What follows belongs to an exercise in optimizing a design on an open flow for small area, a short achievable clock period and few clock cycles per item; a production flow would make more cautious choices.
Where RTL was checked, it was by simulation tests only, not by an equivalence proof against the original.
Power figures rest on the tool's default switching activity, not on a simulated workload.

Setup of build 58:
## bin2bcd
module bin2bcd(
    input clk,
    input reset,
    input start,               
    input [11:0] bin_in,       
    output reg [15:0] bcd_out,  
    output reg done             
);
Settings: LEC_CHECK=0, CAP_MARGIN=20, CORE_AREA=2.3 2.72 59.8 59.84, DIE_AREA=0 0 62 62, SLEW_MARGIN=20; clock period 5.0 ns.
standard.sh (not shown) runs the stock make flow with config.mk's settings and CLKGATE_MAP_FILE= SYNTH_SCRIPT=/design/flow/synth_recipe.tcl, a recipe that flattens the netlist after the stock synthesis.
==> flow/flow/run.sh <==
#!/bin/bash
# Own flow: the standard layout (standard.sh), with these changes:
#  - synthesis maps the logic with its own ABC scripts: flow/abc_in.script for
#    the logic before the registers, flow/abc_out.script for the logic after
#    them (flow/my_synth.tcl); Yosys does not extract half/full adders
#    (ADDER_MAP_FILE empty); everything else in synthesis is the standard
#    script (synth_recipe.tcl);
#  - ports are buffered with sky130_fd_sc_hd__buf_1 instead of the default buffer.
# Each tool's output goes to a log file of its own in the work folder.
set -euo pipefail
W=$(pwd)
F=$W/flow
export MY_ABC_IN=$F/abc_in.script
export MY_ABC_OUT=$F/abc_out.script
export FLOW_SYNTH_TCL=$W/synth_recipe.tcl
make -C "$FLOW_HOME" DESIGN_CONFIG="$W/config.mk" WORK_HOME="$W/orfs" CLKGATE_MAP_FILE= \
  SYNTH_SCRIPT="$F/my_synth.tcl" ADDER_MAP_FILE= synth > "$W/synth.log" 2>&1
export BUFFER_PORTS_ARGS="-buffer_cell sky130_fd_sc_hd__buf_1"
bash standard.sh > "$W/layout.log" 2>&1
==> flow/flow/abc_in.script <==
strash
dch
map -D 2500
topo
stime -c
==> flow/flow/abc_out.script <==
strash
dch
map -D 1750
topo
stime -c
==> flow/flow/my_synth.tcl <==
# The standard synthesis script (synth_recipe.tcl), with only ABC's mapping
# scripts replaced. The logic in the input cone of the output ports (after the
# registers) is mapped with MY_ABC_OUT, the rest (before the registers) with
# MY_ABC_IN. Yosys's -import skips commands that already exist, so this abc
# wrapper is the one synth.tcl calls.
proc abc {args} {
  set i [lsearch -exact $args -script]
  set a_out $args
  set a_in $args
  if {$i >= 0} {
    lset a_out [expr {$i + 1}] $::env(MY_ABC_OUT)
    lset a_in [expr {$i + 1}] $::env(MY_ABC_IN)
  }
  yosys select -set my_out_cone o:* %cie*
  yosys abc {*}$a_out @my_out_cone
  yosys select -clear
  yosys abc {*}$a_in
}
source $::env(FLOW_SYNTH_TCL)
Build 58 completed; timing, DRC and antenna clean
Setup changes, build 58 to build 5
==> flow/flow/abc_in.script <==
strash
dch
map -D 2000
topo
stime -c
==> flow/flow/abc_out.script <==
strash
dch
map -D 2000
topo
stime -c
The sequential power share in build 5 was higher than what build 58 gave.
After detailed routing, build 58 needs less wire than build 5.
Diff build 5 and build 58: critical path arrival lower in build 5
For the share of the clock period used by the worst path after layout, build 5 came in 2.7 points lower than build 58 did.
Between build 5 and build 58, final instance area is higher for build 5, build 58 comes in under that.
Flip-flop and latch count essentially unchanged between build 5 and build 58.
Taking build 58 as the reference, in build 5 first-iteration DRC count fell by 11; via count now sits higher.
### build 5 -> build 1
- setting CORE_MARGIN to 2 for the first time
- setting CORE_UTILIZATION to 40 for the first time
- removing CORE_AREA (formerly 2.3 2.72 59.8 59.84)
- removing DIE_AREA (formerly 0 0 62 62)
==> flow/flow/run.sh <==
#!/bin/bash
# Own flow: the standard layout, with two changes:
#  - synthesis maps the logic with an area-oriented ABC script (flow/abc_map.script);
#    Yosys does not extract half/full adders (ADDER_MAP_FILE empty);
#    everything else in synthesis is the standard script;
#  - ports are buffered with sky130_fd_sc_hd__buf_1 instead of the default buffer.
set -euo pipefail
W=$(pwd)
F=$W/flow
export MY_ABC_SCRIPT=$F/abc_map.script
export FLOW_SYNTH_TCL=$W/synth_recipe.tcl
make -C "$FLOW_HOME" DESIGN_CONFIG="$W/config.mk" WORK_HOME="$W/orfs" CLKGATE_MAP_FILE= \
  SYNTH_SCRIPT="$F/my_synth.tcl" ADDER_MAP_FILE= synth > "$W/synth.log" 2>&1
export BUFFER_PORTS_ARGS="-buffer_cell sky130_fd_sc_hd__buf_1"
cp standard.sh standard_used.sh
bash standard.sh > "$W/layout.log" 2>&1
==> flow/flow/abc_map.script (new file) <==
strash
dch
amap
topo
stime -c
==> flow/flow/my_synth.tcl <==
# The standard synthesis script (synth_recipe.tcl), with only the script
# that ABC maps the logic with replaced by MY_ABC_SCRIPT. Yosys's -import skips
# commands that already exist, so this abc wrapper is the one synth.tcl calls.
proc abc {args} {
  set i [lsearch -exact $args -script]
  if {$i >= 0} { lset args [expr {$i + 1}] $::env(MY_ABC_SCRIPT) }
  yosys abc {*}$args
}
source $::env(FLOW_SYNTH_TCL)
removed: flow/flow/abc_in.script
removed: flow/flow/abc_out.script
Against build 5, build 1 comes in 12% lower on cell count.
Build 1 ended with less post-synthesis cell count than build 5.
Looking only at sequential share of cell area, and setting everything else aside, the higher value of build 5 and build 1 goes to build 1.
For build 5, the cell type of the slowest stage on the worst timing path was a21oi_1, unlike build 1, where it was or2_0.
Diff build 5 -> build 1 | power share of the clock group | increase of 0.8 points
STATUS routed wire length: build 1 loses against build 5
Re total track usage: build 5 and build 1 aren't equal, and the lower value belongs to build 5.
As far as number of clock buffers in the layout goes, build 1 and build 5 are indistinguishable; the numbers are identical.
Function was not checked in any run of this note: the RTL went through the layout flow alone.


== v57 ==
Another version of the RTL of bin2bcd (not shown whole).
For scale: about 15 flip-flops, ~32 I/O pins, about 1100 um^2 of cells after synthesis.
// bin2bcd
module bin2bcd(
    input clk,
    input reset,
    input start,               
    input [11:0] bin_in,       
    output reg [15:0] bcd_out,  
    output reg done             
);
    wire [11:0] x = bin_in;
    wire [13:0] s;          
    wire i_27, i_28, i_29, i_30, i_31, i_32, i_33, i_34, i_35, i_36, i_37, i_38, i_39, i_40, i_41, i_42, i_43, i_44, i_45, i_46, i_47, i_48, i_49, i_50, i_51, i_52, i_53, i_54, i_55, i_56, i_57, i_58, i_59, i_60, i_61, i_62, i_63, i_64, i_65, i_66, i_67, i_68, i_69, i_71, i_72, i_74, i_76, i_78, i_79, i_80, i_81, i_82, i_83, i_84, i_85, i_86, i_88, i_89, i_91, i_92, i_94;
    assign i_27 = ~x[9]& x[11];
    assign i_28 = x[8]& ~x[10];
    assign i_29 = i_27 & ~i_28;
    assign i_30 = x[9]& ~x[11];
    assign i_31 = ~x[8]& x[10];
    assign i_32 = i_30 & ~i_31;
    assign i_33 = ~i_29 & ~i_32;
    assign i_34 = ~x[7]& ~i_33;
    assign i_35 = ~x[10]& i_27;
    assign i_36 = x[10]& ~i_27;
    assign i_37 = ~x[8]& ~i_30;
    assign i_38 = i_36 & ~i_37;
    assign i_39 = ~i_35 & ~i_38;
    assign i_40 = x[8]& ~i_39;
    assign i_41 = ~x[8]& i_39;
    assign i_42 = ~i_40 & ~i_41;
    assign i_43 = i_34 & ~i_42;
    assign i_44 = ~i_33 & ~i_43;
    assign i_45 = i_36 & i_37;
    assign i_46 = x[8]& i_35;
    assign i_47 = ~i_45 & ~i_46;
    assign i_48 = ~i_44 & i_47;
    assign i_49 = ~x[7]& ~i_48;
    assign i_50 = ~i_42 & ~i_49;
    assign i_51 = ~i_34 & ~i_50;
    assign i_52 = ~x[6]& i_51;
    assign i_53 = x[7]& i_48;
    assign i_54 = ~i_49 & ~i_53;
    assign i_55 = i_52 & i_54;
    assign i_56 = x[7]& ~i_47;
    assign i_57 = ~i_43 & ~i_56;
    assign i_58 = x[6]& ~i_57;
    assign i_59 = ~i_55 & ~i_58;
    assign i_60 = i_51 & ~i_55;
    assign i_61 = i_57 & ~i_60;
    assign i_62 = ~x[6]& ~i_61;
    assign i_63 = i_54 & ~i_62;
    assign i_64 = ~i_52 & ~i_63;
    assign i_65 = ~x[5]& i_64;
    assign i_66 = x[6]& i_61;
    assign i_67 = ~i_62 & ~i_66;
    assign i_68 = i_65 & i_67;
    assign i_69 = i_64 & ~i_68;
    assign s[8]= ~i_59 | i_69;
    assign i_71 = ~x[5]& s[8];
    assign i_72 = x[5]& ~s[8];
    assign s[5]= i_71 | i_72;
    assign i_74 = i_67 & ~i_71;
    assign s[6]= ~i_65 & ~i_74;
    assign i_76 = x[5]& ~i_59;
    assign s[7]= i_68 | i_76;
    assign i_78 = x[11]& ~i_35;
    assign i_79 = ~i_36 & i_48;
  ...
Settings: LEC_CHECK=0, CAP_MARGIN=20, CORE_AREA=2.3 2.72 59.8 59.84, DIE_AREA=0 0 62 62, SLEW_MARGIN=20; clock period 5.0 ns.
==> flow/flow/run.sh <==
#!/bin/bash
# Own flow: the standard layout, with two changes:
#  - synthesis maps the logic with an area-oriented ABC script (flow/abc_map.script);
#    Yosys does not extract half/full adders (ADDER_MAP_FILE empty);
#    everything else in synthesis is the standard script;
#  - ports are buffered with sky130_fd_sc_hd__buf_1 instead of the default buffer.
set -euo pipefail
W=$(pwd)
F=$W/flow
export MY_ABC_SCRIPT=$F/abc_map.script
export FLOW_SYNTH_TCL=$W/synth_recipe.tcl
make -C "$FLOW_HOME" DESIGN_CONFIG="$W/config.mk" WORK_HOME="$W/orfs" CLKGATE_MAP_FILE= \
  SYNTH_SCRIPT="$F/my_synth.tcl" ADDER_MAP_FILE= synth > "$W/synth.log" 2>&1
export BUFFER_PORTS_ARGS="-buffer_cell sky130_fd_sc_hd__buf_1"
cp standard.sh standard_used.sh
bash standard.sh > "$W/layout.log" 2>&1
==> flow/flow/abc_map.script <==
strash
dch
map -D 2000
topo
stime -c
==> flow/flow/my_synth.tcl <==
# The standard synthesis script (synth_recipe.tcl), with only the script
# that ABC maps the logic with replaced by MY_ABC_SCRIPT. Yosys's -import skips
# commands that already exist, so this abc wrapper is the one synth.tcl calls.
proc abc {args} {
  set i [lsearch -exact $args -script]
  if {$i >= 0} { lset args [expr {$i + 1}] $::env(MY_ABC_SCRIPT) }
  yosys abc {*}$args
}
source $::env(FLOW_SYNTH_TCL)
Testbench counts of v57, summed over its fixed seeds: cycles 3,200, conversions 3,200.
diff inputs: v57 => v53
==> flow/flow/run.sh <==
#!/bin/bash
# Own flow: the standard layout (standard.sh), with these changes:
#  - synthesis maps the logic with its own ABC scripts: flow/abc_in.script for
#    the logic before the registers, flow/abc_out.script for the logic after
#    them (flow/my_synth.tcl); Yosys does not extract half/full adders
#    (ADDER_MAP_FILE empty); everything else in synthesis is the standard
#    script (synth_recipe.tcl);
#  - ports are buffered with sky130_fd_sc_hd__buf_1 instead of the default buffer.
# Each tool's output goes to a log file of its own in the work folder.
set -euo pipefail
W=$(pwd)
F=$W/flow
export MY_ABC_IN=$F/abc_in.script
export MY_ABC_OUT=$F/abc_out.script
export FLOW_SYNTH_TCL=$W/synth_recipe.tcl
make -C "$FLOW_HOME" DESIGN_CONFIG="$W/config.mk" WORK_HOME="$W/orfs" CLKGATE_MAP_FILE= \
  SYNTH_SCRIPT="$F/my_synth.tcl" ADDER_MAP_FILE= synth > "$W/synth.log" 2>&1
export BUFFER_PORTS_ARGS="-buffer_cell sky130_fd_sc_hd__buf_1"
bash standard.sh > "$W/layout.log" 2>&1
==> flow/flow/abc_in.script (new file) <==
strash
dch
map -D 3000
topo
stime -c
==> flow/flow/abc_out.script (new file) <==
strash
dch
map -D 1750
topo
stime -c
==> flow/flow/my_synth.tcl <==
# The standard synthesis script (synth_recipe.tcl), with only ABC's mapping
# scripts replaced. The logic in the input cone of the output ports (after the
# registers) is mapped with MY_ABC_OUT, the rest (before the registers) with
# MY_ABC_IN. Yosys's -import skips commands that already exist, so this abc
# wrapper is the one synth.tcl calls.
proc abc {args} {
  set i [lsearch -exact $args -script]
  set a_out $args
  set a_in $args
  if {$i >= 0} {
    lset a_out [expr {$i + 1}] $::env(MY_ABC_OUT)
    lset a_in [expr {$i + 1}] $::env(MY_ABC_IN)
  }
  yosys select -set my_out_cone o:* %cie*
  yosys abc {*}$a_out @my_out_cone
  yosys select -clear
  yosys abc {*}$a_in
}
source $::env(FLOW_SYNTH_TCL)
removed: flow/flow/abc_map.script
--- outcome ---
Having completed the whole flow, v57 delivered a layout that passed the timing, design-rule and antenna checks.
v53: flow completed, timing, DRC and antenna clean
Sort v57 and v53 by fmax, ascending, and v57 comes first.
| global-route wire length before repair | v53 vs v57 | worse |
v57 → v53: placer's final routability congestion estimate now larger, global-route usage over all layers now sits higher.
From v57 to v53 the numbers moved as follows: clock power share now sits at about the same level, worst setup slack now sits higher, share of final-layout standard cells stronger than drive strength 1 now sits lower.
Utilization v57 -> v53: down
Clock-net power: v53 vs v57 up about 3%
Edits applied to the flow inputs when going from v53 to v6:
- setting SETUP_SLACK_MARGIN to 1.7 for the first time
-- flow/flow/run.sh --
<<< v53, line 18
export BUFFER_PORTS_ARGS="-buffer_cell sky130_fd_sc_hd__buf_1"
bash standard.sh > "$W/layout.log" 2>&1
>>> v6, line 18
export BUFFER_PORTS_ARGS="-buffer_cell sky130_fd_sc_hd__buf_1"
export SETUP_MOVE_SEQUENCE=sizeup
bash standard.sh > "$W/layout.log" 2>&1
==> flow/flow/abc_in.script <==
strash
dch
map -D 2000
topo
stime -c
Results
Relative to v53, area fraction in compound gates after synthesis decreased by 0.16 points in v6. v53 → v6: final-layout fill cell count lost 8.9%; cell total after placement has increased.
Changes in v9 relative to v6:
- SETUP_SLACK_MARGIN now 1.5, was 1.7
-- flow/flow/run.sh --
<<< v6, line 18
export BUFFER_PORTS_ARGS="-buffer_cell sky130_fd_sc_hd__buf_1"
export SETUP_MOVE_SEQUENCE=sizeup
bash standard.sh > "$W/layout.log" 2>&1
>>> v9, line 18
export BUFFER_PORTS_ARGS="-buffer_cell sky130_fd_sc_hd__buf_1"
bash standard.sh > "$W/layout.log" 2>&1
Notes after the runs:
- Changes observed in v9 relative to v6: worst setup slack grew by 0.026 ns, share of the core filled with cells in the final layout +1.1 points, final wirelength now larger.
- Met2 wirelength from detailed routing: v9 vs v6 up about 11%
- Power per cell area (v9 vs. v6) increases by a few percent

## what the ideal ports hide
In the flow no input, the clock included, has a driving cell. The finished layouts below were timed again as built, in two steps. Step 1, drivers: a clkbuf_16 drives clk and a buf_2 each remaining input, both assumed. Step 2 adds t to the input delays and takes it off the output delays; t is the mean of the earliest and latest rising clock arrival at the registers after step 1. Input paths then give back, and output paths get back, about the clock's delay inside the block. Three values: ideal, step 1, step 2; two values: the first two.
run	t, ns	slack for setup (ns)	latest minus earliest clock arrival (ns)	worst register clock-pin slew, ns	pins driven straight from the clock port
build 58	0.292	1.064 / 1.063 / 0.770	0.007 / 0.007	0.09 / 0.09	1
build 5	0.290	1.201 / 1.200 / 0.910	0.002 / 0.002	0.08 / 0.08	1
build 1	0.287	0.665 / 0.662 / 0.374	0.005 / 0.005	0.08 / 0.08	1
v57	0.286	1.142 / 1.121 / 1.407	0.005 / 0.004	0.08 / 0.08	1
v53	0.293	1.292 / 1.270 / 1.006	0.006 / 0.006	0.09 / 0.09	1
v6	0.286	1.570 / 1.549 / 1.697	0.004 / 0.004	0.08 / 0.08	1
v9	0.287	1.596 / 1.575 / 1.548	0.004 / 0.004	0.08 / 0.08	1
After both steps every run listed still meets setup and hold. For build 58, which loses most, drivers alone change the setup slack by -0.001 ns; drivers and shift together by -0.294 ns.
